What follows belongs to an exercise in optimizing a design on an open flow for small area; a production flow would make more cautious choices. Only simulation tests tie the RTL to the original design; equivalence was not proved. Power is estimated from default activity; no workload was simulated.

<file path="design/flow/flow/run.sh">
#!/bin/bash
# Layout flow: the standard flow (standard.sh), with two changes.
# 1. After the standard synthesis, the combinational logic of the netlist is
#    mapped again by ABC for area (amap). Registers, full and half adders and
#    tie cells are kept as they are (same instances, names and cell types).
#    The new netlist is proven equivalent to the standard one with Yosys
#    (equiv_make / equiv_simple / equiv_induct); if that proof fails the
#    standard netlist is kept.
# 2. Port buffers are buf_1 cells; clock tree: clkbuf_8, no dummy loads;
#    after synthesis the buffers buf_4 and larger are not used (smaller
#    buffers instead), on top of the platform's own dont-use list.
# Each tool writes its full output to a log_*.log file in this folder.
set -euo pipefail
export BUFFER_PORTS_ARGS="-buffer_cell sky130_fd_sc_hd__buf_1"
export CTS_ARGS="-sink_clustering_enable -repair_clock_nets -buf_list sky130_fd_sc_hd__clkbuf_8 -dont_use_dummy_load"
YOSYS=$FLOW_HOME/../tools/install/yosys/bin/yosys
R=orfs/results/$FLOW_PLATFORM/MAC/base
LIB=$FLOW_HOME/platforms/$FLOW_PLATFORM/lib/sky130_fd_sc_hd__tt_025C_1v80.lib

bash standard.sh synth > log_1_standard_synth.log 2>&1
cp $R/1_2_yosys.v flow_standard.v

KEEP=$(grep -o 'sky130_fd_sc_hd__\(fa\|ha\|df\|edf\|sdf\|dl\|conb\)[a-z0-9_]*' flow_standard.v | sort -u | tr '\n' ' ')
DONT=$(grep -o 'cell *( *"\?sky130_fd_sc_hd__\(lpflow\|probe\)[a-z0-9_]*' $LIB | sed 's/.*(\s*"\?//' | sort -u | sed 's/^/-dont_use /' | tr '\n' ' ')
printf 'strash\ndch -f\namap\n' > remap.abc
cat > remap.ys <<EOF
read_liberty -ignore_miss_func $LIB
read_verilog flow_standard.v
hierarchy -top $FLOW_TOP
setattr -mod -set keep_hierarchy 1 $KEEP
flatten
opt_clean
abc -liberty $LIB -script remap.abc $DONT
opt_clean -purge
hilomap -singleton -hicell sky130_fd_sc_hd__conb_1 HI -locell sky130_fd_sc_hd__conb_1 LO
insbuf -buf sky130_fd_sc_hd__buf_1 A X
splitnets
opt_clean -purge
stat -liberty $LIB
write_verilog -noattr -noexpr -nohex -nodec -selected flow_remap_all.v
EOF
$YOSYS -l log_2_remap.log -q -s remap.ys > /dev/null 2>&1
awk -v top="$FLOW_TOP" '$1=="module" && $2 ~ "^"top"[ (]*" {on=1} on {print} on && /^endmodule/ {on=0}' flow_remap_all.v > flow_remap.v

cat > equiv.ys <<EOF
read_liberty -ignore_miss_func $LIB
read_verilog flow_standard.v
rename $FLOW_TOP gold
read_verilog flow_remap.v
rename $FLOW_TOP gate
flatten gold gate
async2sync
opt_clean
equiv_make gold gate equiv
equiv_simple -undef
equiv_induct -undef
equiv_status -assert
EOF
if $YOSYS -l log_3_equiv.log -q -s equiv.ys > /dev/null 2>&1; then
  echo "remapped netlist proven equivalent; using it"
  cp flow_remap.v $R/1_2_yosys.v
else
  echo "equivalence proof failed; keeping the standard netlist"
fi
touch $R/1_2_yosys.v
bash standard.sh synth > log_4_synth_odb.log 2>&1
PLAT_DONT=$(sed -n '/^export DONT_USE_CELLS/,/^#/p' $FLOW_HOME/platforms/$FLOW_PLATFORM/config.mk | grep -o 'sky130_fd_sc_hd__[a-z0-9_]*' | tr '\n' ' ')
MORE="sky130_fd_sc_hd__buf_4 sky130_fd_sc_hd__buf_6 sky130_fd_sc_hd__buf_8 sky130_fd_sc_hd__buf_12 sky130_fd_sc_hd__buf_16 sky130_fd_sc_hd__bufbuf_8 sky130_fd_sc_hd__bufbuf_16"
bash standard.sh "DONT_USE_CELLS=$PLAT_DONT $MORE" finish > log_5_finish.log 2>&1
</file>
<file path="design/flow/standard.sh">
#!/bin/bash
# synth_recipe.tcl (not shown) runs the flow's synth.tcl, then flattens the netlist and writes it again
# the make line also repeats each setting of config.mk as NAME=value (left out here)
make -C /OpenROAD-flow-scripts/flow DESIGN_CONFIG=/design/flow/config.mk WORK_HOME=/design/flow/orfs CLKGATE_MAP_FILE= SYNTH_SCRIPT=/design/flow/synth_recipe.tcl "${@:-finish}"
</file>
<file path="design/flow/config.mk">
export PLATFORM = sky130hd
export DESIGN_NAME = MAC
export DESIGN_NICKNAME = MAC
export VERILOG_FILES = /design/flow/design.v
export SDC_FILE = /design/flow/constraint.sdc
export NUM_CORES = 4
export LEC_CHECK = 0
export ABC_AREA = 1
export CAP_MARGIN = 20
export CORE_MARGIN = 2
export CORE_UTILIZATION = 40
export CTS_BUF_LIST = sky130_fd_sc_hd__clkbuf_8
export PLACE_DENSITY = 0.6
export SLEW_MARGIN = 20
export SYNTH_HIERARCHICAL = 1
export SYNTH_MINIMUM_KEEP_SIZE = 0
</file>
<file path="design/flow/constraint.sdc">
create_clock -name core_clock -period 9.0 [get_ports {clk}]
set_input_delay 1.8000 -clock core_clock [delete_from_list [all_inputs] [get_ports {clk}]]
set_output_delay 1.8000 -clock core_clock [all_outputs]
set_load 0.01 [all_outputs]
</file>
<file path="design/flow/design.v">
`timescale 1ns/1ps
module Delay #(
    parameter NUM_STAGES = 1,
    parameter DATA_WIDTH = 1
)(
    input  wire                  CLK,
    input  wire                  RESET_N,
    input  wire [DATA_WIDTH-1:0] DIN,
    output wire [DATA_WIDTH-1:0] DOUT
);
genvar i;
generate
if (NUM_STAGES == 0)
begin
    assign DOUT = DIN;
end
else if (NUM_STAGES > 0)
begin
    reg [NUM_STAGES*DATA_WIDTH-1:0] din_delay;
    always @(posedge CLK or negedge RESET_N)
    begin
        if(!RESET_N)
        begin
            din_delay[DATA_WIDTH-1:0] <= 0;
        end else
        begin
            din_delay[DATA_WIDTH-1:0] <= DIN;
        end
    end
    for (i=1; i<NUM_STAGES; i=i+1)
	 begin : REGISTER_STAGES
        always @(posedge CLK or negedge RESET_N )
        begin
            if(!RESET_N)
            begin
                din_delay[i*DATA_WIDTH+:DATA_WIDTH] <= 0;
            end else
            begin
                din_delay[i*DATA_WIDTH+:DATA_WIDTH] <= din_delay[(i-1)*DATA_WIDTH+:DATA_WIDTH];
            end
        end
    end
    assign DOUT = din_delay[(NUM_STAGES-1)*DATA_WIDTH+:DATA_WIDTH];
end
endgenerate
endmodule
module ADDF (
    input  a,
    input  b,
    input  c,
    output s,
    output co
);
assign {co, s} = a + b + c;
endmodule
module ADDH (
    input  a,
    input  b,
    output s,
    output co
);
assign {co, s} = a + b;
endmodule
module POPC32 (
    input  [31:0] x,
    output [4:0]  y
);
wire pc_1;
wire pc_2;
wire pc_3;
wire pc_4;
wire pc_5;
wire pc_6;
wire pc_7;
wire pc_8;
wire pc_9;
wire pc_10;
wire pc_11;
wire pc_12;
wire pc_13;
wire pc_14;
wire pc_15;
wire pc_16;
wire pc_17;
wire pc_18;
wire pc_19;
wire pc_20;
wire pc_21;
wire pc_22;
wire pc_23;
wire pc_24;
wire pc_25;
wire pc_26;
wire pc_27;
wire pc_28;
wire pc_29;
wire pc_30;
wire pc_31;
wire pc_32;
wire pc_33;
wire pc_34;
wire pc_35;
wire pc_36;
wire pc_37;
wire pc_38;
wire pc_39;
wire pc_40;
wire pc_41;
wire pc_42;
wire pc_43;
wire pc_44;
wire pc_45;
wire pc_46;
wire pc_47;
wire pc_48;
wire pc_49;
wire pc_50;
wire pc_51;
wire pc_52;
wire pc_53;
wire pc_54;
wire pc_55;
wire pc_56;
wire pc_57;
wire pc_58;
wire pc_59;
wire pc_60;
wire pc_61;
wire pc_62;
ADDF pc_f1 (.a(x[0]), .b(x[1]), .c(x[2]), .s(pc_1), .co(pc_2));
ADDF pc_f2 (.a(x[3]), .b(x[4]), .c(x[5]), .s(pc_3), .co(pc_4));
ADDF pc_f3 (.a(x[6]), .b(pc_1), .c(x[7]), .s(pc_5), .co(pc_6));
ADDF pc_f4 (.a(x[8]), .b(x[9]), .c(pc_3), .s(pc_7), .co(pc_8));
ADDF pc_f5 (.a(x[10]), .b(x[11]), .c(pc_5), .s(pc_9), .co(pc_10));
ADDF pc_f6 (.a(x[12]), .b(x[13]), .c(pc_7), .s(pc_11), .co(pc_12));
ADDF pc_f7 (.a(x[14]), .b(x[15]), .c(pc_9), .s(pc_13), .co(pc_14));
ADDF pc_f8 (.a(x[16]), .b(x[17]), .c(pc_11), .s(pc_15), .co(pc_16));
ADDF pc_f9 (.a(x[18]), .b(x[19]), .c(pc_13), .s(pc_17), .co(pc_18));
ADDF pc_f10 (.a(x[20]), .b(x[21]), .c(pc_15), .s(pc_19), .co(pc_20));
ADDF pc_f11 (.a(x[22]), .b(x[23]), .c(pc_17), .s(pc_21), .co(pc_22));
ADDF pc_f12 (.a(x[24]), .b(x[25]), .c(pc_19), .s(pc_23), .co(pc_24));
ADDF pc_f13 (.a(x[26]), .b(x[27]), .c(pc_21), .s(pc_25), .co(pc_26));
ADDF pc_f14 (.a(x[28]), .b(x[29]), .c(pc_23), .s(pc_27), .co(pc_28));
ADDF pc_f15 (.a(x[30]), .b(x[31]), .c(pc_25), .s(pc_29), .co(pc_30));
ADDH pc_h16 (.a(pc_27), .b(pc_29), .s(pc_31), .co(pc_32));
ADDF pc_f17 (.a(pc_2), .b(pc_4), .c(pc_6), .s(pc_33), .co(pc_34));
ADDF pc_f18 (.a(pc_8), .b(pc_10), .c(pc_33), .s(pc_35), .co(pc_36));
ADDF pc_f19 (.a(pc_12), .b(pc_14), .c(pc_35), .s(pc_37), .co(pc_38));
ADDF pc_f20 (.a(pc_16), .b(pc_18), .c(pc_37), .s(pc_39), .co(pc_40));
ADDF pc_f21 (.a(pc_20), .b(pc_22), .c(pc_39), .s(pc_41), .co(pc_42));
ADDF pc_f22 (.a(pc_24), .b(pc_26), .c(pc_41), .s(pc_43), .co(pc_44));
ADDF pc_f23 (.a(pc_28), .b(pc_30), .c(pc_43), .s(pc_45), .co(pc_46));
ADDH pc_h24 (.a(pc_32), .b(pc_45), .s(pc_47), .co(pc_48));
ADDF pc_f25 (.a(pc_34), .b(pc_36), .c(pc_38), .s(pc_49), .co(pc_50));
ADDF pc_f26 (.a(pc_40), .b(pc_49), .c(pc_42), .s(pc_51), .co(pc_52));
ADDF pc_f27 (.a(pc_44), .b(pc_51), .c(pc_46), .s(pc_53), .co(pc_54));
ADDH pc_h28 (.a(pc_48), .b(pc_53), .s(pc_55), .co(pc_56));
ADDF pc_f29 (.a(pc_50), .b(pc_52), .c(pc_54), .s(pc_57), .co(pc_58));
ADDH pc_h30 (.a(pc_56), .b(pc_57), .s(pc_59), .co(pc_60));
ADDH pc_h31 (.a(pc_58), .b(pc_60), .s(pc_61), .co(pc_62));
assign y = {pc_61, pc_59, pc_55, pc_47, pc_31};
endmodule
module MAC
    (
    input                                   clk     ,
    input                                   rst_n   ,
    output                                  MACMUX_Val,
    output reg [4    -1 : 0] MACMUX_Addr,
    output reg[ 32            -1 : 0] MACMUX_Psum,
    input                                   MUXMAC_Rdy,
    output                                  MACMUX_Empty,
    output                                  MACARB_ReqHelp,
    input                                   ARBMAC_Rst,
    input [ 2                       -1 : 0] PEBMAC_WeiCol,
    input [(
(8192*4*16*16/32) <= (1<<0) ? 0 : (8192*4*16*16/32) <= (1<<1) ? 1 :
(8192*4*16*16/32) <= (1<<2) ? 2 : (8192*4*16*16/32) <= (1<<3) ? 3 :
(8192*4*16*16/32) <= (1<<4) ? 4 : (8192*4*16*16/32) <= (1<<5) ? 5 :
(8192*4*16*16/32) <= (1<<6) ? 6 : (8192*4*16*16/32) <= (1<<7) ? 7 :
(8192*4*16*16/32) <= (1<<8) ? 8 : (8192*4*16*16/32) <= (1<<9) ? 9 :
(8192*4*16*16/32) <= (1<<10) ? 10 : (8192*4*16*16/32) <= (1<<11) ? 11 :
(8192*4*16*16/32) <= (1<<12) ? 12 : (8192*4*16*16/32) <= (1<<13) ? 13 :
(8192*4*16*16/32) <= (1<<14) ? 14 : (8192*4*16*16/32) <= (1<<15) ? 15 :
(8192*4*16*16/32) <= (1<<16) ? 16 : (8192*4*16*16/32) <= (1<<17) ? 17 :
(8192*4*16*16/32) <= (1<<18) ? 18 : (8192*4*16*16/32) <= (1<<19) ? 19 :
(8192*4*16*16/32) <= (1<<20) ? 20 : (8192*4*16*16/32) <= (1<<21) ? 21 :
(8192*4*16*16/32) <= (1<<22) ? 22 : (8192*4*16*16/32) <= (1<<23) ? 23 :
(8192*4*16*16/32) <= (1<<24) ? 24 : (8192*4*16*16/32) <= (1<<25) ? 25 :
(8192*4*16*16/32) <= (1<<26) ? 26 : (8192*4*16*16/32) <= (1<<27) ? 27 :
(8192*4*16*16/32) <= (1<<28) ? 28 : (8192*4*16*16/32) <= (1<<29) ? 29 :
(8192*4*16*16/32) <= (1<<30) ? 30 : (8192*4*16*16/32) <= (1<<31) ? 31 : 32)                        -1 : 0] AddrRowFlgAct,
    input [ (
(8192*4*16*16) <= (1<<0) ? 0 : (8192*4*16*16) <= (1<<1) ? 1 :
(8192*4*16*16) <= (1<<2) ? 2 : (8192*4*16*16) <= (1<<3) ? 3 :
(8192*4*16*16) <= (1<<4) ? 4 : (8192*4*16*16) <= (1<<5) ? 5 :
(8192*4*16*16) <= (1<<6) ? 6 : (8192*4*16*16) <= (1<<7) ? 7 :
(8192*4*16*16) <= (1<<8) ? 8 : (8192*4*16*16) <= (1<<9) ? 9 :
(8192*4*16*16) <= (1<<10) ? 10 : (8192*4*16*16) <= (1<<11) ? 11 :
(8192*4*16*16) <= (1<<12) ? 12 : (8192*4*16*16) <= (1<<13) ? 13 :
(8192*4*16*16) <= (1<<14) ? 14 : (8192*4*16*16) <= (1<<15) ? 15 :
(8192*4*16*16) <= (1<<16) ? 16 : (8192*4*16*16) <= (1<<17) ? 17 :
(8192*4*16*16) <= (1<<18) ? 18 : (8192*4*16*16) <= (1<<19) ? 19 :
(8192*4*16*16) <= (1<<20) ? 20 : (8192*4*16*16) <= (1<<21) ? 21 :
(8192*4*16*16) <= (1<<22) ? 22 : (8192*4*16*16) <= (1<<23) ? 23 :
(8192*4*16*16) <= (1<<24) ? 24 : (8192*4*16*16) <= (1<<25) ? 25 :
(8192*4*16*16) <= (1<<26) ? 26 : (8192*4*16*16) <= (1<<27) ? 27 :
(8192*4*16*16) <= (1<<28) ? 28 : (8192*4*16*16) <= (1<<29) ? 29 :
(8192*4*16*16) <= (1<<30) ? 30 : (8192*4*16*16) <= (1<<31) ? 31 : 32) + 6         -1 : 0] AddrRowAct,
    input [ (
(8192*4) <= (1<<0) ? 0 : (8192*4) <= (1<<1) ? 1 :
(8192*4) <= (1<<2) ? 2 : (8192*4) <= (1<<3) ? 3 :
(8192*4) <= (1<<4) ? 4 : (8192*4) <= (1<<5) ? 5 :
(8192*4) <= (1<<6) ? 6 : (8192*4) <= (1<<7) ? 7 :
(8192*4) <= (1<<8) ? 8 : (8192*4) <= (1<<9) ? 9 :
(8192*4) <= (1<<10) ? 10 : (8192*4) <= (1<<11) ? 11 :
(8192*4) <= (1<<12) ? 12 : (8192*4) <= (1<<13) ? 13 :
(8192*4) <= (1<<14) ? 14 : (8192*4) <= (1<<15) ? 15 :
(8192*4) <= (1<<16) ? 16 : (8192*4) <= (1<<17) ? 17 :
(8192*4) <= (1<<18) ? 18 : (8192*4) <= (1<<19) ? 19 :
(8192*4) <= (1<<20) ? 20 : (8192*4) <= (1<<21) ? 21 :
(8192*4) <= (1<<22) ? 22 : (8192*4) <= (1<<23) ? 23 :
(8192*4) <= (1<<24) ? 24 : (8192*4) <= (1<<25) ? 25 :
(8192*4) <= (1<<26) ? 26 : (8192*4) <= (1<<27) ? 27 :
(8192*4) <= (1<<28) ? 28 : (8192*4) <= (1<<29) ? 29 :
(8192*4) <= (1<<30) ? 30 : (8192*4) <= (1<<31) ? 31 : 32)                                    -1 : 0] AddrBlockWei,
    input [ 32            -1 : 0] MAC_FlgWei,
    input                                   MAC_FlgWei_Val,
    output                                  MAC_AddrFlgAct_Rdy,
    output reg [ (
(8192*4*16*16/32) <= (1<<0) ? 0 : (8192*4*16*16/32) <= (1<<1) ? 1 :
(8192*4*16*16/32) <= (1<<2) ? 2 : (8192*4*16*16/32) <= (1<<3) ? 3 :
(8192*4*16*16/32) <= (1<<4) ? 4 : (8192*4*16*16/32) <= (1<<5) ? 5 :
(8192*4*16*16/32) <= (1<<6) ? 6 : (8192*4*16*16/32) <= (1<<7) ? 7 :
(8192*4*16*16/32) <= (1<<8) ? 8 : (8192*4*16*16/32) <= (1<<9) ? 9 :
(8192*4*16*16/32) <= (1<<10) ? 10 : (8192*4*16*16/32) <= (1<<11) ? 11 :
(8192*4*16*16/32) <= (1<<12) ? 12 : (8192*4*16*16/32) <= (1<<13) ? 13 :
(8192*4*16*16/32) <= (1<<14) ? 14 : (8192*4*16*16/32) <= (1<<15) ? 15 :
(8192*4*16*16/32) <= (1<<16) ? 16 : (8192*4*16*16/32) <= (1<<17) ? 17 :
(8192*4*16*16/32) <= (1<<18) ? 18 : (8192*4*16*16/32) <= (1<<19) ? 19 :
(8192*4*16*16/32) <= (1<<20) ? 20 : (8192*4*16*16/32) <= (1<<21) ? 21 :
(8192*4*16*16/32) <= (1<<22) ? 22 : (8192*4*16*16/32) <= (1<<23) ? 23 :
(8192*4*16*16/32) <= (1<<24) ? 24 : (8192*4*16*16/32) <= (1<<25) ? 25 :
(8192*4*16*16/32) <= (1<<26) ? 26 : (8192*4*16*16/32) <= (1<<27) ? 27 :
(8192*4*16*16/32) <= (1<<28) ? 28 : (8192*4*16*16/32) <= (1<<29) ? 29 :
(8192*4*16*16/32) <= (1<<30) ? 30 : (8192*4*16*16/32) <= (1<<31) ? 31 : 32)-1:0] MAC_AddrFlgAct,
    input                                   MAC_FlgAct_Val,
    input [ 32            -1 : 0] MAC_FlgAct,
    output                                  MAC_AddrAct_Rdy,
    output reg[ (
(8192*4*16*16) <= (1<<0) ? 0 : (8192*4*16*16) <= (1<<1) ? 1 :
(8192*4*16*16) <= (1<<2) ? 2 : (8192*4*16*16) <= (1<<3) ? 3 :
(8192*4*16*16) <= (1<<4) ? 4 : (8192*4*16*16) <= (1<<5) ? 5 :
(8192*4*16*16) <= (1<<6) ? 6 : (8192*4*16*16) <= (1<<7) ? 7 :
(8192*4*16*16) <= (1<<8) ? 8 : (8192*4*16*16) <= (1<<9) ? 9 :
(8192*4*16*16) <= (1<<10) ? 10 : (8192*4*16*16) <= (1<<11) ? 11 :
(8192*4*16*16) <= (1<<12) ? 12 : (8192*4*16*16) <= (1<<13) ? 13 :
(8192*4*16*16) <= (1<<14) ? 14 : (8192*4*16*16) <= (1<<15) ? 15 :
(8192*4*16*16) <= (1<<16) ? 16 : (8192*4*16*16) <= (1<<17) ? 17 :
(8192*4*16*16) <= (1<<18) ? 18 : (8192*4*16*16) <= (1<<19) ? 19 :
(8192*4*16*16) <= (1<<20) ? 20 : (8192*4*16*16) <= (1<<21) ? 21 :
(8192*4*16*16) <= (1<<22) ? 22 : (8192*4*16*16) <= (1<<23) ? 23 :
(8192*4*16*16) <= (1<<24) ? 24 : (8192*4*16*16) <= (1<<25) ? 25 :
(8192*4*16*16) <= (1<<26) ? 26 : (8192*4*16*16) <= (1<<27) ? 27 :
(8192*4*16*16) <= (1<<28) ? 28 : (8192*4*16*16) <= (1<<29) ? 29 :
(8192*4*16*16) <= (1<<30) ? 30 : (8192*4*16*16) <= (1<<31) ? 31 : 32) + 6     -1 : 0] MAC_AddrAct,
    input                                   MAC_Act_Val,
    input [ 8             -1 : 0] MAC_Act,
    output                                  MAC_AddrWei_Rdy,
    output reg[ (
(8192*4) <= (1<<0) ? 0 : (8192*4) <= (1<<1) ? 1 :
(8192*4) <= (1<<2) ? 2 : (8192*4) <= (1<<3) ? 3 :
(8192*4) <= (1<<4) ? 4 : (8192*4) <= (1<<5) ? 5 :
(8192*4) <= (1<<6) ? 6 : (8192*4) <= (1<<7) ? 7 :
(8192*4) <= (1<<8) ? 8 : (8192*4) <= (1<<9) ? 9 :
(8192*4) <= (1<<10) ? 10 : (8192*4) <= (1<<11) ? 11 :
(8192*4) <= (1<<12) ? 12 : (8192*4) <= (1<<13) ? 13 :
(8192*4) <= (1<<14) ? 14 : (8192*4) <= (1<<15) ? 15 :
(8192*4) <= (1<<16) ? 16 : (8192*4) <= (1<<17) ? 17 :
(8192*4) <= (1<<18) ? 18 : (8192*4) <= (1<<19) ? 19 :
(8192*4) <= (1<<20) ? 20 : (8192*4) <= (1<<21) ? 21 :
(8192*4) <= (1<<22) ? 22 : (8192*4) <= (1<<23) ? 23 :
(8192*4) <= (1<<24) ? 24 : (8192*4) <= (1<<25) ? 25 :
(8192*4) <= (1<<26) ? 26 : (8192*4) <= (1<<27) ? 27 :
(8192*4) <= (1<<28) ? 28 : (8192*4) <= (1<<29) ? 29 :
(8192*4) <= (1<<30) ? 30 : (8192*4) <= (1<<31) ? 31 : 32)     -1 : 0] MAC_AddrWei,
    input                                   MAC_Wei_Val,
    input [ 8             -1 : 0] MAC_Wei
);
localparam IDLE    = 2'd0;
localparam WAITFLG = 2'd1;
localparam COMP    = 2'd2;
localparam WAITMUX = 2'd3;
reg  [1:0]  state;
reg  [1:0]  next_state;
reg         state_req;
reg         MAC_Empty;
reg  [1:0]  wei_col;         
reg         cnt_any;         
reg         MAC_Addr_val;
reg         fnh;             
reg         OffAct_nz;       
reg         OffWei_nz;
reg  [31:0] nActFlag, nWeiFlag;
wire [31:0] ActFlag = ~nActFlag;
wire [31:0] WeiFlag = ~nWeiFlag;
reg         MACAW_ValOffset;
reg         MAC_Fnh;
reg  [4:0]  MACAW_OffsetAct;
reg  [4:0]  MACAW_OffsetWei;
wire comp     = state == COMP;
wire data_val = MAC_Wei_Val & MAC_Act_Val;
wire en_mac   = MAC_Addr_val & data_val & ~fnh;
wire pipe     = comp & (~MAC_Addr_val | data_val);
wire MAC_FnhRow = (MACMUX_Addr == 4'd0 - {2'b00, wei_col}) & cnt_any & MAC_Fnh;
wire val_comp = cnt_any & (MACMUX_Addr != 4'd0) & (MACMUX_Addr != 4'd15);
wire done     = (~val_comp & en_mac) | ~MAC_Addr_val;
wire MAC_Sta  = (state == WAITFLG) & MAC_FlgWei_Val & MAC_FlgAct_Val;
always @(*) begin
    case (state)
        IDLE    : next_state = ARBMAC_Rst ? WAITFLG : IDLE;
        WAITFLG : next_state = (MAC_FlgWei_Val & MAC_FlgAct_Val) ? COMP : WAITFLG;
        COMP    : if (MAC_Fnh & done)
                      next_state = MAC_FnhRow ? IDLE : WAITFLG;
                  else if (MAC_Fnh & val_comp & en_mac)
                      next_state = WAITMUX;
                  else
                      next_state = COMP;
        default : next_state = MUXMAC_Rdy ? (MAC_FnhRow ? IDLE : WAITFLG) : WAITMUX;
    endcase
end
always @(posedge clk or negedge rst_n) begin
    if (!rst_n) state <= IDLE;
    else        state <= next_state;
end
assign MAC_AddrFlgAct_Rdy = state == WAITFLG;
assign MACMUX_Val   = (state == WAITMUX) & ~MUXMAC_Rdy;
assign MACMUX_Empty = state == IDLE;
wire next_state_req = state_req ? ~MAC_Empty : ARBMAC_Rst;
always @(posedge clk or negedge rst_n) begin
    if (!rst_n) state_req <= 1'b0;
    else        state_req <= next_state_req;
end
assign MACARB_ReqHelp = ~rst_n | ~next_state_req;
always @(posedge clk) begin
    MAC_Empty <= (next_state == IDLE) & (state != IDLE);
end
wire [17:0] flg_inc;
INCR #(.W(18)) u_inc_flg (.a(MAC_AddrFlgAct), .ci(MAC_Sta), .y(flg_inc));
always @(posedge clk or negedge rst_n) begin
    if (!rst_n)          MAC_AddrFlgAct <= 0;
    else if (ARBMAC_Rst) MAC_AddrFlgAct <= AddrRowFlgAct;
    else                 MAC_AddrFlgAct <= flg_inc;
end
always @(posedge clk) begin
    if (ARBMAC_Rst) begin
        wei_col <= PEBMAC_WeiCol;
        cnt_any <= 1'b0;
    end else if (MAC_Sta) begin
        cnt_any <= 1'b1;
    end
end
wire [3:0] addr_inc;
INCR #(.W(4)) u_inc_addr (.a(MACMUX_Addr), .ci(MAC_Sta), .y(addr_inc));
always @(posedge clk or negedge rst_n) begin
    if (!rst_n)          MACMUX_Addr <= 0;
    else if (ARBMAC_Rst) MACMUX_Addr <= 4'd0 - PEBMAC_WeiCol;
    else                 MACMUX_Addr <= addr_inc;
end
wire        ld_act = ARBMAC_Rst;
wire [28:0] act_sum;
ADDR5 #(.W(29)) u_add_act (
    .x  (ld_act ? AddrRowAct : MAC_AddrAct),
    .y  ({5{ld_act}} | ({5{pipe}} & MACAW_OffsetAct)),
    .yh (ld_act),
    .s  (act_sum)
);
always @(posedge clk or negedge rst_n) begin
    if (!rst_n) MAC_AddrAct <= 0;
    else        MAC_AddrAct <= act_sum;
end
wire        ld_wei = ARBMAC_Rst | MAC_Sta;
wire [14:0] wei_sum;
ADDR5 #(.W(15)) u_add_wei (
    .x  (ld_wei ? AddrBlockWei : MAC_AddrWei),
    .y  ({5{ld_wei}} | ({5{pipe}} & MACAW_OffsetWei)),
    .yh (ld_wei),
    .s  (wei_sum)
);
always @(posedge clk or negedge rst_n) begin
    if (!rst_n) MAC_AddrWei <= 0;
    else        MAC_AddrWei <= wei_sum;
end
always @(posedge clk or negedge rst_n) begin
    if (!rst_n)                     MAC_Addr_val <= 1'b0;
    else if (ARBMAC_Rst | MAC_Sta)  MAC_Addr_val <= 1'b0;
    else if (pipe)                  MAC_Addr_val <= MACAW_ValOffset;
end
always @(posedge clk) begin
    if (ARBMAC_Rst | MAC_Sta) fnh <= 1'b1;
    else if (pipe)            fnh <= MAC_Fnh;
end
always @(posedge clk) begin
    if (pipe) begin
        OffAct_nz <= |MACAW_OffsetAct;
        OffWei_nz <= |MACAW_OffsetWei;
    end
end
assign MAC_AddrAct_Rdy = MAC_Addr_val & OffAct_nz;
assign MAC_AddrWei_Rdy = MAC_Addr_val & OffWei_nz;
wire [32:0] S;
assign S[0] = 1'b0;
genvar i;
generate
    for (i = 0; i < 32; i = i + 1) begin : g_s
        assign S[i+1] = S[i] | (ActFlag[i] & WeiFlag[i]);
    end
endgenerate
wire        wf   = state == WAITFLG;
wire [31:0] keep = (S[31:0] | {32{~pipe}}) & {32{~wf}};
wire [4:0]  Offset_Act, Offset_Wei;
POPC32 u_pa (.x(ActFlag & ~S[31:0]), .y(Offset_Act));
POPC32 u_pw (.x(WeiFlag & ~S[31:0]), .y(Offset_Wei));
always @(posedge clk) begin
    nActFlag <= ~(({32{wf}} & MAC_FlgAct) | (keep & ActFlag));
    nWeiFlag <= ~(({32{wf}} & MAC_FlgWei) | (keep & WeiFlag));
end
always @(posedge clk) begin
    if (wf) begin
        MACAW_ValOffset <= 1'b0;
        MAC_Fnh         <= 1'b0;
    end else if (pipe) begin
        MACAW_ValOffset <= (|ActFlag) | (|WeiFlag);
        MAC_Fnh         <= ~S[32];
    end
end
always @(posedge clk or negedge rst_n) begin
    if (!rst_n) begin
        MACAW_OffsetAct <= 0;
        MACAW_OffsetWei <= 0;
    end else if (pipe) begin
        MACAW_OffsetAct <= Offset_Act;
        MACAW_OffsetWei <= Offset_Wei;
    end
end
wire [31:0] psum_sum;
MACC8 u_macc (
    .a (MAC_Act & {8{en_mac}}),
    .w (MAC_Wei),
    .p (MACMUX_Psum),
    .y (psum_sum)
);
always @(posedge clk or negedge rst_n) begin
    if (!rst_n) MACMUX_Psum <= 0;
    else        MACMUX_Psum <= psum_sum & {32{~MAC_Sta}};
end
endmodule
module INCR #(parameter W = 4) (
    input  [W-1:0] a,
    input          ci,
    output [W-1:0] y
);
wire [W:0] c;
assign c[0] = ci;
genvar k;
generate
    for (k = 0; k < W; k = k + 1) begin : g
        ADDH u (.a(a[k]), .b(c[k]), .s(y[k]), .co(c[k+1]));
    end
endgenerate
endmodule
module ADDR5 #(parameter W = 15) (
    input  [W-1:0] x,
    input  [4:0]   y,
    input          yh,
    output [W-1:0] s
);
wire [5:0] c;
assign c[0] = 1'b0;
genvar k;
generate
    for (k = 0; k < 5; k = k + 1) begin : g_lo
        if (k == 0)
            ADDH u (.a(x[k]), .b(y[k]), .s(s[k]), .co(c[k+1]));
        else
            ADDF u (.a(x[k]), .b(y[k]), .c(c[k]), .s(s[k]), .co(c[k+1]));
    end
endgenerate
wire [W:5] t;
assign t[5] = c[5] ^ yh;
generate
    for (k = 5; k < W; k = k + 1) begin : g_hi
        assign t[k+1] = t[k] & (x[k] ^ yh);
        assign s[k]   = x[k] ^ t[k];
    end
endgenerate
endmodule
module MACC8 (
    input  [7:0]  a,
    input  [7:0]  w,
    input  [31:0] p,
    output [31:0] y
);
wire mc_1;
wire mc_2;
wire mc_3;
wire mc_4;
wire mc_5;
wire mc_6;
wire mc_7;
wire mc_8;
wire mc_9;
wire mc_10;
wire mc_11;
wire mc_12;
wire mc_13;
wire mc_14;
wire mc_15;
wire mc_16;
wire mc_17;
wire mc_18;
wire mc_19;
wire mc_20;
wire mc_21;
wire mc_22;
wire mc_23;
wire mc_24;
wire mc_25;
wire mc_26;
wire mc_27;
wire mc_28;
wire mc_29;
wire mc_30;
wire mc_31;
wire mc_32;
wire mc_33;
wire mc_34;
wire mc_35;
wire mc_36;
wire mc_37;
wire mc_38;
wire mc_39;
wire mc_40;
wire mc_41;
wire mc_42;
wire mc_43;
wire mc_44;
wire mc_45;
wire mc_46;
wire mc_47;
wire mc_48;
wire mc_49;
wire mc_50;
wire mc_51;
wire mc_52;
wire mc_53;
wire mc_54;
wire mc_55;
wire mc_56;
wire mc_57;
wire mc_58;
wire mc_59;
wire mc_60;
wire mc_61;
wire mc_62;
wire mc_63;
wire mc_64;
wire mc_65;
wire mc_66;
wire mc_67;
wire mc_68;
wire mc_69;
wire mc_70;
wire mc_71;
wire mc_72;
wire mc_73;
wire mc_74;
wire mc_75;
wire mc_76;
wire mc_77;
wire mc_78;
wire mc_79;
wire mc_80;
wire mc_81;
wire mc_82;
wire mc_83;
wire mc_84;
wire mc_85;
wire mc_86;
wire mc_87;
wire mc_88;
wire mc_89;
wire mc_90;
wire mc_91;
wire mc_92;
wire mc_93;
wire mc_94;
wire mc_95;
wire mc_96;
wire mc_97;
wire mc_98;
wire mc_99;
wire mc_100;
wire mc_101;
wire mc_102;
wire mc_103;
wire mc_104;
wire mc_105;
wire mc_106;
wire mc_107;
wire mc_108;
wire mc_109;
wire mc_110;
wire mc_111;
wire mc_112;
wire mc_113;
wire mc_114;
wire mc_115;
wire mc_116;
wire mc_117;
wire mc_118;
wire mc_119;
wire mc_120;
wire mc_121;
wire mc_122;
wire mc_123;
wire mc_124;
wire mc_125;
wire mc_126;
wire mc_127;
wire mc_128;
wire mc_129;
wire mc_130;
wire mc_131;
wire mc_132;
wire mc_133;
wire mc_134;
wire mc_135;
wire mc_136;
wire mc_137;
wire mc_138;
wire mc_139;
wire mc_140;
wire mc_141;
wire mc_142;
wire mc_143;
wire mc_144;
wire mc_145;
wire mc_146;
wire mc_147;
wire mc_148;
wire mc_149;
wire mc_150;
wire mc_151;
wire mc_152;
wire mc_153;
wire mc_154;
wire mc_155;
wire mc_156;
wire mc_157;
wire mc_158;
wire mc_159;
wire mc_160;
wire mc_161;
wire mc_162;
wire mc_163;
wire mc_164;
wire mc_165;
wire mc_166;
wire mc_167;
wire mc_168;
wire mc_169;
wire mc_170;
wire mc_171;
wire mc_172;
wire mc_173;
wire mc_174;
wire mc_175;
wire mc_176;
wire mc_177;
wire mc_178;
wire mc_179;
wire mc_180;
wire mc_181;
wire mc_182;
wire mc_183;
wire mc_184;
wire mc_185;
wire mc_186;
wire mc_187;
wire mc_188;
wire mc_189;
wire mc_190;
wire mc_191;
wire mc_192;
wire mc_193;
wire mc_194;
wire mc_195;
wire mc_196;
wire mc_197;
wire mc_198;
wire mc_199;
wire mc_200;
wire mc_201;
wire mc_202;
wire mc_203;
wire mc_204;
wire mc_205;
wire mc_206;
wire mc_207;
wire mc_208;
wire mc_209;
wire mc_210;
wire mc_211;
wire mc_212;
wire mc_213;
wire mc_214;
wire mc_215;
wire mc_216;
wire mc_217;
wire mc_218;
wire mc_219;
wire mc_220;
wire mc_221;
wire mc_222;
wire mc_223;
wire mc_224;
wire mc_225;
wire mc_226;
wire mc_227;
wire mc_228;
wire mc_229;
wire mc_230;
wire mc_231;
wire mc_232;
wire mc_233;
wire mc_234;
assign mc_1 = a[0] & w[0];
assign mc_2 = a[0] & w[1];
assign mc_3 = a[0] & w[2];
assign mc_4 = a[0] & w[3];
assign mc_5 = a[0] & w[4];
assign mc_6 = a[0] & w[5];
assign mc_7 = a[0] & w[6];
assign mc_8 = ~(a[0] & w[7]);
assign mc_9 = a[1] & w[0];
assign mc_10 = a[1] & w[1];
assign mc_11 = a[1] & w[2];
assign mc_12 = a[1] & w[3];
assign mc_13 = a[1] & w[4];
assign mc_14 = a[1] & w[5];
assign mc_15 = a[1] & w[6];
assign mc_16 = ~(a[1] & w[7]);
assign mc_17 = a[2] & w[0];
assign mc_18 = a[2] & w[1];
assign mc_19 = a[2] & w[2];
assign mc_20 = a[2] & w[3];
assign mc_21 = a[2] & w[4];
assign mc_22 = a[2] & w[5];
assign mc_23 = a[2] & w[6];
assign mc_24 = ~(a[2] & w[7]);
assign mc_25 = a[3] & w[0];
assign mc_26 = a[3] & w[1];
assign mc_27 = a[3] & w[2];
assign mc_28 = a[3] & w[3];
assign mc_29 = a[3] & w[4];
assign mc_30 = a[3] & w[5];
assign mc_31 = a[3] & w[6];
assign mc_32 = ~(a[3] & w[7]);
assign mc_33 = a[4] & w[0];
assign mc_34 = a[4] & w[1];
assign mc_35 = a[4] & w[2];
assign mc_36 = a[4] & w[3];
assign mc_37 = a[4] & w[4];
assign mc_38 = a[4] & w[5];
assign mc_39 = a[4] & w[6];
assign mc_40 = ~(a[4] & w[7]);
assign mc_41 = a[5] & w[0];
assign mc_42 = a[5] & w[1];
assign mc_43 = a[5] & w[2];
assign mc_44 = a[5] & w[3];
assign mc_45 = a[5] & w[4];
assign mc_46 = a[5] & w[5];
assign mc_47 = a[5] & w[6];
assign mc_48 = ~(a[5] & w[7]);
assign mc_49 = a[6] & w[0];
assign mc_50 = a[6] & w[1];
assign mc_51 = a[6] & w[2];
assign mc_52 = a[6] & w[3];
assign mc_53 = a[6] & w[4];
assign mc_54 = a[6] & w[5];
assign mc_55 = a[6] & w[6];
assign mc_56 = ~(a[6] & w[7]);
assign mc_57 = ~(a[7] & w[0]);
assign mc_58 = ~(a[7] & w[1]);
assign mc_59 = ~(a[7] & w[2]);
assign mc_60 = ~(a[7] & w[3]);
assign mc_61 = ~(a[7] & w[4]);
assign mc_62 = ~(a[7] & w[5]);
assign mc_63 = ~(a[7] & w[6]);
assign mc_64 = a[7] & w[7];
ADDF mc_f1 (.a(p[1]), .b(mc_2), .c(mc_9), .s(mc_65), .co(mc_66));
ADDF mc_f2 (.a(p[2]), .b(mc_3), .c(mc_10), .s(mc_67), .co(mc_68));
ADDF mc_f3 (.a(mc_17), .b(mc_66), .c(mc_67), .s(mc_69), .co(mc_70));
ADDF mc_f4 (.a(p[3]), .b(mc_4), .c(mc_11), .s(mc_71), .co(mc_72));
ADDF mc_f5 (.a(mc_18), .b(mc_25), .c(mc_68), .s(mc_73), .co(mc_74));
ADDF mc_f6 (.a(mc_71), .b(mc_70), .c(mc_73), .s(mc_75), .co(mc_76));
ADDF mc_f7 (.a(p[4]), .b(mc_5), .c(mc_12), .s(mc_77), .co(mc_78));
ADDF mc_f8 (.a(mc_19), .b(mc_26), .c(mc_33), .s(mc_79), .co(mc_80));
ADDF mc_f9 (.a(mc_72), .b(mc_77), .c(mc_79), .s(mc_81), .co(mc_82));
ADDF mc_f10 (.a(mc_74), .b(mc_81), .c(mc_76), .s(mc_83), .co(mc_84));
ADDF mc_f11 (.a(p[5]), .b(mc_6), .c(mc_13), .s(mc_85), .co(mc_86));
ADDF mc_f12 (.a(mc_20), .b(mc_27), .c(mc_34), .s(mc_87), .co(mc_88));
ADDF mc_f13 (.a(mc_41), .b(mc_78), .c(mc_80), .s(mc_89), .co(mc_90));
ADDF mc_f14 (.a(mc_85), .b(mc_87), .c(mc_82), .s(mc_91), .co(mc_92));
ADDF mc_f15 (.a(mc_89), .b(mc_91), .c(mc_84), .s(mc_93), .co(mc_94));
ADDF mc_f16 (.a(p[6]), .b(mc_7), .c(mc_14), .s(mc_95), .co(mc_96));
ADDF mc_f17 (.a(mc_21), .b(mc_28), .c(mc_35), .s(mc_97), .co(mc_98));
ADDF mc_f18 (.a(mc_42), .b(mc_49), .c(mc_86), .s(mc_99), .co(mc_100));
ADDF mc_f19 (.a(mc_88), .b(mc_95), .c(mc_97), .s(mc_101), .co(mc_102));
ADDF mc_f20 (.a(mc_90), .b(mc_99), .c(mc_101), .s(mc_103), .co(mc_104));
ADDF mc_f21 (.a(mc_92), .b(mc_103), .c(mc_94), .s(mc_105), .co(mc_106));
ADDF mc_f22 (.a(p[7]), .b(mc_8), .c(mc_15), .s(mc_107), .co(mc_108));
ADDF mc_f23 (.a(mc_22), .b(mc_29), .c(mc_36), .s(mc_109), .co(mc_110));
ADDF mc_f24 (.a(mc_43), .b(mc_50), .c(mc_57), .s(mc_111), .co(mc_112));
ADDF mc_f25 (.a(mc_96), .b(mc_98), .c(mc_107), .s(mc_113), .co(mc_114));
ADDF mc_f26 (.a(mc_109), .b(mc_111), .c(mc_100), .s(mc_115), .co(mc_116));
ADDF mc_f27 (.a(mc_102), .b(mc_113), .c(mc_115), .s(mc_117), .co(mc_118));
ADDF mc_f28 (.a(mc_104), .b(mc_117), .c(mc_106), .s(mc_119), .co(mc_120));
assign mc_121 = ~(p[8] ^ mc_16);
assign mc_122 = p[8] | mc_16;
ADDF mc_f29 (.a(mc_23), .b(mc_30), .c(mc_37), .s(mc_123), .co(mc_124));
ADDF mc_f30 (.a(mc_44), .b(mc_51), .c(mc_58), .s(mc_125), .co(mc_126));
ADDF mc_f31 (.a(mc_108), .b(mc_110), .c(mc_112), .s(mc_127), .co(mc_128));
ADDF mc_f32 (.a(mc_121), .b(mc_123), .c(mc_125), .s(mc_129), .co(mc_130));
ADDF mc_f33 (.a(mc_114), .b(mc_127), .c(mc_129), .s(mc_131), .co(mc_132));
ADDF mc_f34 (.a(mc_116), .b(mc_131), .c(mc_118), .s(mc_133), .co(mc_134));
ADDF mc_f35 (.a(p[9]), .b(mc_24), .c(mc_31), .s(mc_135), .co(mc_136));
ADDF mc_f36 (.a(mc_38), .b(mc_45), .c(mc_52), .s(mc_137), .co(mc_138));
ADDF mc_f37 (.a(mc_59), .b(mc_122), .c(mc_124), .s(mc_139), .co(mc_140));
ADDF mc_f38 (.a(mc_126), .b(mc_135), .c(mc_137), .s(mc_141), .co(mc_142));
ADDF mc_f39 (.a(mc_128), .b(mc_130), .c(mc_139), .s(mc_143), .co(mc_144));
ADDF mc_f40 (.a(mc_141), .b(mc_132), .c(mc_143), .s(mc_145), .co(mc_146));
ADDF mc_f41 (.a(p[10]), .b(mc_32), .c(mc_39), .s(mc_147), .co(mc_148));
ADDF mc_f42 (.a(mc_46), .b(mc_53), .c(mc_60), .s(mc_149), .co(mc_150));
ADDF mc_f43 (.a(mc_136), .b(mc_138), .c(mc_147), .s(mc_151), .co(mc_152));
ADDF mc_f44 (.a(mc_149), .b(mc_140), .c(mc_142), .s(mc_153), .co(mc_154));
ADDF mc_f45 (.a(mc_151), .b(mc_144), .c(mc_153), .s(mc_155), .co(mc_156));
ADDF mc_f46 (.a(p[11]), .b(mc_40), .c(mc_47), .s(mc_157), .co(mc_158));
ADDF mc_f47 (.a(mc_54), .b(mc_61), .c(mc_148), .s(mc_159), .co(mc_160));
ADDF mc_f48 (.a(mc_150), .b(mc_157), .c(mc_152), .s(mc_161), .co(mc_162));
ADDF mc_f49 (.a(mc_159), .b(mc_154), .c(mc_161), .s(mc_163), .co(mc_164));
ADDF mc_f50 (.a(p[12]), .b(mc_48), .c(mc_55), .s(mc_165), .co(mc_166));
ADDF mc_f51 (.a(mc_62), .b(mc_158), .c(mc_165), .s(mc_167), .co(mc_168));
ADDF mc_f52 (.a(mc_160), .b(mc_167), .c(mc_162), .s(mc_169), .co(mc_170));
ADDF mc_f53 (.a(p[13]), .b(mc_56), .c(mc_63), .s(mc_171), .co(mc_172));
ADDF mc_f54 (.a(mc_166), .b(mc_171), .c(mc_168), .s(mc_173), .co(mc_174));
ADDF mc_f55 (.a(p[14]), .b(mc_64), .c(mc_172), .s(mc_175), .co(mc_176));
assign mc_177 = ~(p[15] ^ mc_176);
assign mc_178 = p[15] | mc_176;
ADDH mc_h56 (.a(mc_1), .b(p[0]), .s(mc_179), .co(mc_180));
ADDH mc_h57 (.a(mc_65), .b(mc_180), .s(mc_181), .co(mc_182));
ADDH mc_h58 (.a(mc_69), .b(mc_182), .s(mc_183), .co(mc_184));
ADDH mc_h59 (.a(mc_75), .b(mc_184), .s(mc_185), .co(mc_186));
ADDH mc_h60 (.a(mc_83), .b(mc_186), .s(mc_187), .co(mc_188));
ADDH mc_h61 (.a(mc_93), .b(mc_188), .s(mc_189), .co(mc_190));
ADDH mc_h62 (.a(mc_105), .b(mc_190), .s(mc_191), .co(mc_192));
ADDH mc_h63 (.a(mc_119), .b(mc_192), .s(mc_193), .co(mc_194));
ADDF mc_f64 (.a(mc_120), .b(mc_133), .c(mc_194), .s(mc_195), .co(mc_196));
ADDH mc_h65 (.a(mc_134), .b(mc_145), .s(mc_197), .co(mc_198));
ADDF mc_f66 (.a(mc_146), .b(mc_155), .c(mc_198), .s(mc_199), .co(mc_200));
ADDF mc_f67 (.a(mc_156), .b(mc_163), .c(mc_200), .s(mc_201), .co(mc_202));
ADDF mc_f68 (.a(mc_164), .b(mc_169), .c(mc_202), .s(mc_203), .co(mc_204));
ADDF mc_f69 (.a(mc_170), .b(mc_173), .c(mc_204), .s(mc_205), .co(mc_206));
ADDF mc_f70 (.a(mc_174), .b(mc_175), .c(mc_206), .s(mc_207), .co(mc_208));
ADDH mc_h71 (.a(mc_177), .b(mc_208), .s(mc_209), .co(mc_210));
assign mc_211 = ~(mc_134 ^ mc_145);
assign mc_212 = mc_134 | mc_145;
ADDF mc_f72 (.a(mc_146), .b(mc_155), .c(mc_212), .s(mc_213), .co(mc_214));
ADDF mc_f73 (.a(mc_156), .b(mc_163), .c(mc_214), .s(mc_215), .co(mc_216));
ADDF mc_f74 (.a(mc_164), .b(mc_169), .c(mc_216), .s(mc_217), .co(mc_218));
ADDF mc_f75 (.a(mc_170), .b(mc_173), .c(mc_218), .s(mc_219), .co(mc_220));
ADDF mc_f76 (.a(mc_174), .b(mc_175), .c(mc_220), .s(mc_221), .co(mc_222));
ADDH mc_h77 (.a(mc_177), .b(mc_222), .s(mc_223), .co(mc_224));
assign mc_225 = mc_196 ? mc_211 : mc_197;
assign mc_226 = mc_196 ? mc_213 : mc_199;
assign mc_227 = mc_196 ? mc_215 : mc_201;
assign mc_228 = mc_196 ? mc_217 : mc_203;
assign mc_229 = mc_196 ? mc_219 : mc_205;
assign mc_230 = mc_196 ? mc_221 : mc_207;
assign mc_231 = mc_196 ? mc_223 : mc_209;
assign mc_232 = mc_196 ? mc_224 : mc_210;
assign mc_233 = mc_178 & mc_232;
assign mc_234 = ~(mc_178 | mc_232);
wire [16:0] ones, zeros;
assign ones[0] = 1'b1;
assign zeros[0] = 1'b1;
genvar k;
generate for (k = 0; k < 16; k = k + 1) begin : g_hi
    assign ones[k+1]  = ones[k] & p[16+k];
    assign zeros[k+1] = zeros[k] & ~p[16+k];
    assign y[16+k] = p[16+k] ^ ((mc_233 & ones[k]) | (mc_234 & zeros[k]));
end endgenerate
assign y[15:0] = {mc_231, mc_230, mc_229, mc_228, mc_227, mc_226, mc_225, mc_195, mc_193, mc_191, mc_189, mc_187, mc_185, mc_183, mc_181, mc_179};
endmodule
</file>
==> out/metrics.yaml, run 1 <==
row_count: 63
path_class: "input pin to flip-flop"
period_share: 0.947
tightestPinTransition_ns: 1.06
antenna_left: 0
clock_latency_ns: 0.47
cp-end-kind: "flip-flop"
cap_violations: 0
power.share.switching: 0.462
peakVddDrop_mv: 0.204
die_h_um: 177
whs_ns: 0.444
cts_tree: "built"
grt_antenna_before_repair: 6
grt-ovfl-total: 0
fmax_mhz: 117
drt_iter0_drc: 565
p_comb_frac: 0.605
wl_um: 31300
clkSinkCount: 185
areaGrowthSynthToFinish_pct: 13.8
die_x_um: 177
slew_viol_final: 0
finish.instance_area_um2: 13500
drc: 0
power_density_nw_per_um2: 349
grt_util_all_layers: 0.205
root_buffer: "clkbuf_8"
gp_congestion: 0.892
min_period_ns: 8.53
post-dp-hpwl_um: 25000
die-area_um2: 31200
ios: 256
core_area_um2: 29500
arrival_ns: 8.92
syn-cell-area_um2: 11900
postCtsHoldBufs: 0
p_switching_mw: 2.18
hp-class: "flip-flop to flip-flop"
cts_buffer_depth: 2
via_per_inst: 5.05
setup_viol_count_final: 0
vias: 9678
synth_fp_nets: 1627
port_buffers: 255
p_int_mw: 2.54
finalHoldViolations: 0
max_slew_margin: 0.296
drive_above_1_share: 0.0467
critPathLaunchType: "input pin"
required_ns: 9.39
cpMostUsedCell: "fa_1"
grt_pass1_wl_um: 50000
clkPwrFrac: 0.093
nets: 1851
routedWlPerCell_um: 16.4
power_mw: 4.72
clock_skew_ns: 0.0264
slowest_stage: "fa_1"
clkTransAtPathRegs_ns: 0.10
grt_pass1_vias: 9622
drtPass1Iterations: 4
outcome: "complete, no violations"
yosys_warnings: 7
seqPwrFrac: 0.301
dpl_cell_area_um2: 13200
numCtsBuffers: 17
cpPeakStageDelay_ns: 0.53
critical_path_peak_fanout: 9
leakage_nw: 5.59
syn_avg_cell_area_um2: 9.18
grt_max_degree: 51
initial_core_util: 0.404
h-tree-depth: 4
syn_inst: 1297
power by group through the flow:
stage	Clock, mW	Combinational [mW]	Sequential (mW)
CTS	0.461	2.87	1.42
finish	0.441	2.86	1.42
floorplan	0	2.10	1.35
global placement	0	2.81	1.43
global route	0.489	3.30	1.47
detailed placement	0	2.86	1.44
critical path, delay by kind of cell:
kind            cells  cell delay (ns)
simple gates       14             1.93
buf+inv             5             0.66
compound gates      2             0.25
fa+ha+maj          11             4.29
layer usage:
layer	vias up	track usage	wire, um
met4	0	0.0627	584
met2	245	0.340	15400
met3	35	0.0396	1620
li1	4781	-	-
met1	4617	0.273	13700
met5	-	0	0
what timing repair did:
| action | in CTS | in global routing |
|---|---|---|
| setup buffers | 0 | 1 |
| hold endpoints to repair | 0 | 0 |
| gates resized for setup | 0 | 14 |
| endpoints found under the setup margin | 0 | 8 |
per-stage QoR:
stage	setup WS (ns)	utilization	instances	TNS, ns
CTS	0.300	0.457	1908	0
floorplan	0.0237	-	1297	0
global route	-0.0112	0.459	1913	-0.0112
global placement	-0.116	0.449	1891	-0.210
finish	0.475	0.460	1915	0
detailed placement	-0.213	0.449	1891	-0.604
path summary, 6_finish.rpt:
| path | from | endpoint | slack [ns] | cells past startpoint |
|---|---|---|---|---|
| min in group asynchronous | rst_n | MAC_AddrAct[16] | 1.20 | 1 |
| min reg2reg | MAC_Empty | state_req | 0.44 | 1 |
| max | MAC_Act_Val | MACMUX_Psum[30] | 0.47 | 32 |
| max reg2reg | nActFlag[0] | MACAW_OffsetAct[4] | 0.77 | 34 |
| max in group asynchronous | rst_n | MACMUX_Psum[8] | 5.96 | 3 |
| min | MAC_Empty | state_req | 0.44 | 1 |
placed cells by master (no fill, tap or decap), drive strengths merged, types with 2 or more instances in the layout:
master / instances
edfxtp: 4
clkbuf: 20
o22a: 29
nor2b: 13
or3: 2
nand2: 44
ha: 52
dfrtp: 112
o221a: 2
fa: 126
nor2: 289
a22oi: 20
or2: 12
nor3: 19
dfxtp: 69
clkinv: 98
a211oi: 11
diode: 6
o221ai: 16
nand3: 20
a21oi: 98
nand4: 17
o21ai: 82
buf: 300
and3: 5
o21bai: 10
nor4: 4
a31oi: 3
o22ai: 30
inv: 2
cell type report:
class,instances,area (um2)
Clock buffer,17,234
Inverter,100,375
Tap cell,390,488
Antenna cell,6,15.0
Fill cell,2958,15900
Sequential cell,185,4300
Timing Repair Buffer,303,1190
Multi-Input combinational cell,914,6940
flip-flops by register name, summed over array words and instances (netlist names), 2 cells and up:
signal / count
MACAW_OffsetAct: 5
MACAW_OffsetWei: 5
MACMUX_Addr: 4
MACMUX_Psum: 32
MAC_AddrAct: 29
MAC_AddrFlgAct: 18
MAC_AddrWei: 15
nActFlag: 32
nWeiFlag: 32
state: 2
wei_col: 2
==> run 2, diff against run 1 <==
--- a/design/flow/flow/run.sh
+++ b/design/flow/flow/run.sh
@@ -22,7 +22,7 @@
 
 KEEP=$(grep -o 'sky130_fd_sc_hd__\(fa\|ha\|df\|edf\|sdf\|dl\|conb\)[a-z0-9_]*' flow_standard.v | sort -u | tr '\n' ' ')
 DONT=$(grep -o 'cell *( *"\?sky130_fd_sc_hd__\(lpflow\|probe\)[a-z0-9_]*' $LIB | sed 's/.*(\s*"\?//' | sort -u | sed 's/^/-dont_use /' | tr '\n' ' ')
-printf 'strash\ndch -f\namap\n' > remap.abc
+printf 'strash\ndch -f\namap\nstrash\ndch -f\namap\n' > remap.abc
 cat > remap.ys <<EOF
 read_liberty -ignore_miss_func $LIB
 read_verilog flow_standard.v
==> run 2 against run 1 <==
Effect of this change:
- still clean
- register-to-register slack better by 0.11 ns
- core utilization shrank 0.098 points
- non-clock buffer count up 1
==> out/metrics.yaml, run 2 <==
outcome: "complete, no violations"  # unchanged
gp_congestion: 0.874  # was 0.892
crit_path_end: "MACMUX_Psum[31]"  # was MACMUX_Psum[30]
reg2regPathDepth: 34  # unchanged
synth_fp_nets: 1621  # was 1627
leakage_nw: 5.63  # was 5.59 nW
die_h_um: 176  # was 177 um
slew_viol_final: 0  # unchanged
grt_antenna_before_repair: 2  # was 6
routedWlPerCell_um: 16.4  # about the same
power_density_nw_per_um2: 348  # was 349 nW/um2
die_x_um: 176  # was 177 um
clock_latency_ns: 0.47  # about the same
syn_inst: 1291  # was 1297
grt_util_all_layers: 0.205  # about the same
port_buffers: 255  # unchanged
critPathLaunchType: "input pin"  # unchanged
grt_max_degree: 37  # was 51
path_class: "input pin to flip-flop"  # unchanged
clock_skew_ns: 0.0315  # was 0.0264 ns
postCtsHoldBufs: 0  # unchanged
wl_um: 31300  # about the same
drive_above_1_share: 0.0462  # was 0.0467
hold_path_depth: 1  # unchanged
p_comb_frac: 0.603  # was 0.605
power_mw: 4.69  # was 4.72 mW
grt-ovfl-total: 0  # unchanged
fmax_mhz: 117  # about the same
power.share.switching: 0.460  # was 0.462
startpoint: "MAC_Act_Val"  # unchanged
rsz0062_at_grt: "false"
layout_common_cells: "277 x nor2_1, 277 x buf_1, 124 x fa_1"  # was 285 x nor2_1, 271 x buf_1, 126 x fa_1
syn-cell-area_um2: 11900  # about the same
hp-class: "flip-flop to flip-flop"  # unchanged
tightestPinTransition_ns: 0.976  # was 1.06 ns
p_int_mw: 2.53  # was 2.54 mW
drc: 0  # unchanged
place_ws_ns: -0.160  # was -0.213 ns
post-dp-hpwl_um: 25000  # about the same
cp-end-kind: "flip-flop"  # unchanged
cts_buffer_depth: 2  # unchanged
core_area_um2: 29400  # was 29500 um2
multi_input_area_um2: 6900  # was 6940 um2
setup_viol_count_final: 0  # unchanged
top_regs: "MACMUX_Psum: 32 flops, nActFlag: 32 flops, nWeiFlag: 32 flops"  # unchanged
numCtsBuffers: 17  # unchanged
required_ns: 9.39  # about the same
antenna_left: 0  # unchanged
num-fill-cells: 2933  # was 2958
critical_path_peak_fanout: 8  # was 9
seqPwrFrac: 0.302  # was 0.301
clkPwrFrac: 0.094  # was 0.093
regArea_um2: 4310  # was 4300 um2
setup_slack_ns: 0.469  # was 0.475 ns
finalHoldViolations: 0  # unchanged
ff2ff_setup_slack_ns: 0.88  # was 0.77 ns
areaGrowthSynthToFinish_pct: 13.7  # was 13.8%
row_count: 63  # unchanged
drt_iter0_drc: 549  # was 565
initial_core_util: 0.403  # was 0.404
die-area_um2: 31100  # was 31200 um2
peakVddDrop_mv: 0.209  # was 0.204 mV
max_slew_margin: 0.349  # was 0.296
h-tree-depth: 4  # unchanged
ios: 256  # unchanged
slowest_stage: "fa_1"  # unchanged
p_switching_mw: 2.16  # was 2.18 mW
cts_tree: "built"  # unchanged
yosys_warnings: 7  # unchanged
via_per_inst: 5.16  # was 5.05
root_buffer: "clkbuf_8"  # unchanged
syn_avg_cell_area_um2: 9.19  # was 9.18 um2
period_share: 0.948  # was 0.947
clkSinkCount: 185  # unchanged
drtPass1Iterations: 5  # was 4
grt_pass1_wl_um: 50200  # was 50000 um
clkTransAtPathRegs_ns: 0.10  # about the same
cpPeakStageDelay_ns: 0.54  # was 0.53 ns
r2r_start: "nActFlag[0]"  # unchanged
arrival_ns: 8.92  # about the same
rr_endpoint: "MACAW_OffsetWei[4]"  # was MACAW_OffsetAct[4]
vias: 9821  # was 9678
nets: 1846  # was 1851
cap_violations: 0  # unchanged
grt_pass1_vias: 9769  # was 9622
min_period_ns: 8.53  # about the same
## run 2: cell types whose count changed in the layout (fill, tap and decap cells not counted), sizes merged, moves of 5 or more
cell / previous run / this run
a22o: 0 / 29
a21oi: 98 / 86
o21bai: 10 / 4
o21ai: 82 / 90
nand2: 44 / 58
diode: 6 / 1
or2: 12 / 5
o22a: 29 / 0
## run 2: power groups by stage
stage / clock [mW] / sequential [mW] / combinational (mW)
floorplan: 0 / 1.33 / 2.11
global placement: 0 / 1.43 / 2.79
detailed placement: 0 / 1.43 / 2.84
CTS: 0.463 / 1.41 / 2.85
global route: 0.491 / 1.46 / 3.28
finish: 0.442 / 1.42 / 2.83
## run 2: worst min path at each step
stage,start,endpoint,slack [ns]
finish,MAC_Empty,state_req,0.43
global route,MAC_Empty,state_req,0.47
CTS,MAC_Empty,state_req,0.44
detailed placement,MAC_Empty,state_req,0.44
global placement,MAC_Empty,state_req,0.43
floorplan,MAC_Empty,state_req,0.41
## run 2: final cells by class
type / count / area share
Timing Repair Buffer: 304 / 0.0880
Antenna cell: 1 / 0.000186
Multi-Input combinational cell: 910 / 0.512
Tap cell: 390 / 0.0362
Sequential cell: 185 / 0.319
Clock buffer: 17 / 0.0174
Inverter: 98 / 0.0273
## run 2: metal layers
metal,part of all wire,global-route usage
met1,0.44,0.274
met2,0.49,0.343
met3,0.047,0.0366
met4,0.021,0.0603
met5,0,0
## run 2: worst max-delay path, delay by kind of cell
kind / cells / cell delay (ns)
simple gates: 20 / 2.25
buf+inv: 4 / 0.41
fa+ha+maj: 12 / 4.26
compound gates: 1 / 0.18
## run 2: metrics by stage
stage,utilization,hold slack (ns),TNS (ns),instance area [um2],cells
final,0.459,0.434,0,13500,1905
after global placement,0.449,0.426,-0.0795,13200,1886
after global routing,0.458,0.473,0,13500,1904
after floorplan,-,0.414,0,11900,1291
after detailed placement,0.449,0.439,-0.332,13200,1886
after CTS,0.457,0.437,0,13400,1903
## run 2: timing repair
item	CTS	global route
gates resized for setup	0	14
setup endpoints to repair	0	7
setup buffers	0	1
==> run 3, diff against run 2 <==
--- a/design/flow/flow/run.sh
+++ b/design/flow/flow/run.sh
@@ -1,7 +1,7 @@
 #!/bin/bash
 # Layout flow: the standard flow (standard.sh), with two changes.
 # 1. After the standard synthesis, the combinational logic of the netlist is
-#    mapped again by ABC for area (amap). Registers, full and half adders and
+#    mapped again by ABC for area (amap, twice). Registers, full and half adders and
 #    tie cells are kept as they are (same instances, names and cell types).
 #    The new netlist is proven equivalent to the standard one with Yosys
 #    (equiv_make / equiv_simple / equiv_induct); if that proof fails the
==> run 3 against run 2 <==
Effect of this change:
- core utilization is the same
- cell area is the same
- sequential share of layout area is the same
- critical path type unchanged
- maximum frequency is the same
- largest cell class unchanged
- highest routed layer unchanged
- sequential power is essentially flat
- wire length is the same
- still clean
- via count is the same
- largest power group unchanged
- count of clock-buffer cells in the layout is the same
- first-iteration DRC count is the same
- combinational power is essentially flat
- clock skew is the same
- register-to-register slack is essentially flat
==> out/metrics.yaml, run 3 <==
hp-class: "flip-flop to flip-flop"  # unchanged
clock_latency_ns: 0.47  # about the same
core_area_um2: 29400  # unchanged
power_mw: 4.69  # unchanged
syn_avg_cell_area_um2: 9.19  # unchanged
max_slew_margin: 0.349  # unchanged
drive_above_1_share: 0.0462  # unchanged
p_comb_frac: 0.603  # about the same
cpPeakStageDelay_ns: 0.54  # about the same
power.share.switching: 0.460  # unchanged
drc: 0  # unchanged
setup_slack_ns: 0.469  # unchanged
outcome: "complete, no violations"  # unchanged
clkSinkCount: 185  # unchanged
required_ns: 9.39  # about the same
numCtsBuffers: 17  # unchanged
cts_tree: "built"  # unchanged
routedWlPerCell_um: 16.4  # unchanged
critPathLaunchType: "input pin"  # unchanged
synth_fp_nets: 1621  # unchanged
multi_input_area_um2: 6900  # unchanged
final_util: 0.459  # unchanged
die_x_um: 176  # unchanged
row_count: 63  # unchanged
grt_util_all_layers: 0.205  # unchanged
p_int_mw: 2.53  # unchanged
slew_viol_final: 0  # unchanged
top_regs: "MACMUX_Psum: 32 flops, nActFlag: 32 flops, nWeiFlag: 32 flops"  # unchanged
gp_congestion: 0.874  # unchanged
min_period_ns: 8.53  # unchanged
regArea_um2: 4310  # unchanged
drt_iter0_drc: 549  # unchanged
layout_common_cells: "277 x nor2_1, 277 x buf_1, 124 x fa_1"  # unchanged
clock_skew_ns: 0.0315  # unchanged
initial_core_util: 0.403  # unchanged
dpl_cell_area_um2: 13200  # unchanged
cap_violations: 0  # unchanged
rsz0062_at_grt: "false"  # unchanged
h-tree-depth: 4  # unchanged
fmax_mhz: 117  # unchanged
cp-end-kind: "flip-flop"  # unchanged
vias: 9821  # unchanged
grt_max_degree: 37  # unchanged
finalHoldViolations: 0  # unchanged
nets: 1846  # unchanged
grt-ovfl-total: 0  # unchanged
die-area_um2: 31100  # unchanged
arrival_ns: 8.92  # about the same
peakVddDrop_mv: 0.209  # unchanged
p_switching_mw: 2.16  # unchanged
syn-cell-area_um2: 11900  # unchanged
clkPwrFrac: 0.094  # about the same
wl_um: 31300  # unchanged
post-dp-hpwl_um: 25000  # unchanged
cts_buffer_depth: 2  # unchanged
grt_pass1_vias: 9769  # unchanged
finish.instance_area_um2: 13500  # unchanged
setup_viol_count_final: 0  # unchanged
antenna_left: 0  # unchanged
tightestPinTransition_ns: 0.976  # unchanged
port_buffers: 255  # unchanged
ios: 256  # unchanged
die_h_um: 176  # unchanged
slowest_stage: "fa_1"  # unchanged
period_share: 0.948  # unchanged
critical_path_peak_fanout: 8  # unchanged
syn_inst: 1291  # unchanged
power_density_nw_per_um2: 348  # unchanged
path_class: "input pin to flip-flop"  # unchanged
seqPwrFrac: 0.302  # about the same
areaGrowthSynthToFinish_pct: 13.7  # unchanged
drtPass1Iterations: 5  # unchanged
grt_pass1_wl_um: 50200  # unchanged
yosys_warnings: 7  # unchanged
num-fill-cells: 2933  # unchanged
grt_antenna_before_repair: 2  # unchanged
place_ws_ns: -0.160  # unchanged
via_per_inst: 5.16  # unchanged
clkTransAtPathRegs_ns: 0.10  # about the same
root_buffer: "clkbuf_8"  # unchanged
leakage_nw: 5.63  # unchanged
run 3: cell counts in the layout (fill, tap and decap cells not counted):
No cell type changed its count.
run 3: metrics by stage:
step	hold WS, ns	TNS, ns	cells
floorplan	0.414	0	1291
finish	0.434	0	1905
CTS	0.437	0	1903
global placement	0.426	-0.0795	1886
detailed placement	0.439	-0.332	1886
global route	0.473	0	1904
run 3: routing by layer:
layer / part of all wire / GRT usage / up-vias
met5: 0 / 0 / -
met4: 0.021 / 0.0603 / 0
met3: 0.047 / 0.0366 / 36
met2: 0.49 / 0.343 / 258
met1: 0.44 / 0.274 / 4753
li1: - / - / 4774
run 3: worst paths after layout:
| check | from | end | slack (ns) | depth (start not counted) |
|---|---|---|---|---|
| max in group asynchronous | rst_n | MACMUX_Psum[11] | 6.66 | 2 |
| hold / removal | MAC_Empty | state_req | 0.43 | 1 |
| setup reg to reg | nActFlag[0] | MACAW_OffsetWei[4] | 0.88 | 34 |
| setup / recovery | MAC_Act_Val | MACMUX_Psum[31] | 0.47 | 37 |
| hold reg to reg | MAC_Empty | state_req | 0.43 | 1 |
| min in group asynchronous | rst_n | MACMUX_Psum[31] | 1.22 | 1 |
run 3: area by class of cell:
type,instances,share of cell area
multi-input combinational,910,0.512
sequential,185,0.319
timing repair buffer,304,0.0880
antenna,1,0.000186
tap,390,0.0362
clock buffer,17,0.0174
inverter,98,0.0273
run 3: worst max-delay path: cells and delay by family:
kind	cells	cell delay, ns
AOI/OAI and AO/OA	1	0.18
buffers and inverters	4	0.41
and+or+nand+nor	20	2.25
adders and majority gates	12	4.26
run 3: repair_timing:
action                                  CTS  global route
resized for setup                         0            14
hold buffers                              0             0
setup buffers                             0             1
endpoints found under the setup margin    0             7
run 3: power by group through the flow:
stage	Clock (mW)	Sequential, mW	Combinational, mW
3_5_place_dp	0	1.43	2.84
4_1_cts	0.463	1.41	2.85
5_1_grt	0.491	1.46	3.28
3_3_place_gp	0	1.43	2.79
2_1_floorplan	0	1.33	2.11
6_report	0.442	1.42	2.83

## separate check: timing with driven ports
How much do the figures lean on ideal ports? The routed layouts below were timed once more, with nothing changed but the port constraints. Step 1: set_driving_cell puts a clkbuf_16 on clk and a buf_2 on each other input, an assumption about the parent block. Step 2 moves the port delays by t, midway between the first and last clock arrival at a register: inputs arrive t later, outputs are due t later. That takes back most of the time a late clock gives input paths. Three values: ideal, step 1, step 2; two values: the first two.
run | t (ns) | slack for setup (ns) | worst setup path after step 2 | slew at the worst register clock pin (ns) | cell pins on the clock port's net
run 1 | 0.508 | 0.475 / 0.494 / -0.014 | input to register | 0.11 / 0.11 | 1
run 2 | 0.501 | 0.469 / 0.494 / -0.007 | input to register | 0.10 / 0.10 | 1
run 3 | 0.501 | 0.469 / 0.494 / -0.007 | input to register | 0.10 / 0.10 | 1
Met with ideal ports but missed after step 2: setup timing in every run listed. For run 1, which loses most, drivers alone change the setup slack by +0.019 ns; drivers and shift together by -0.489 ns.
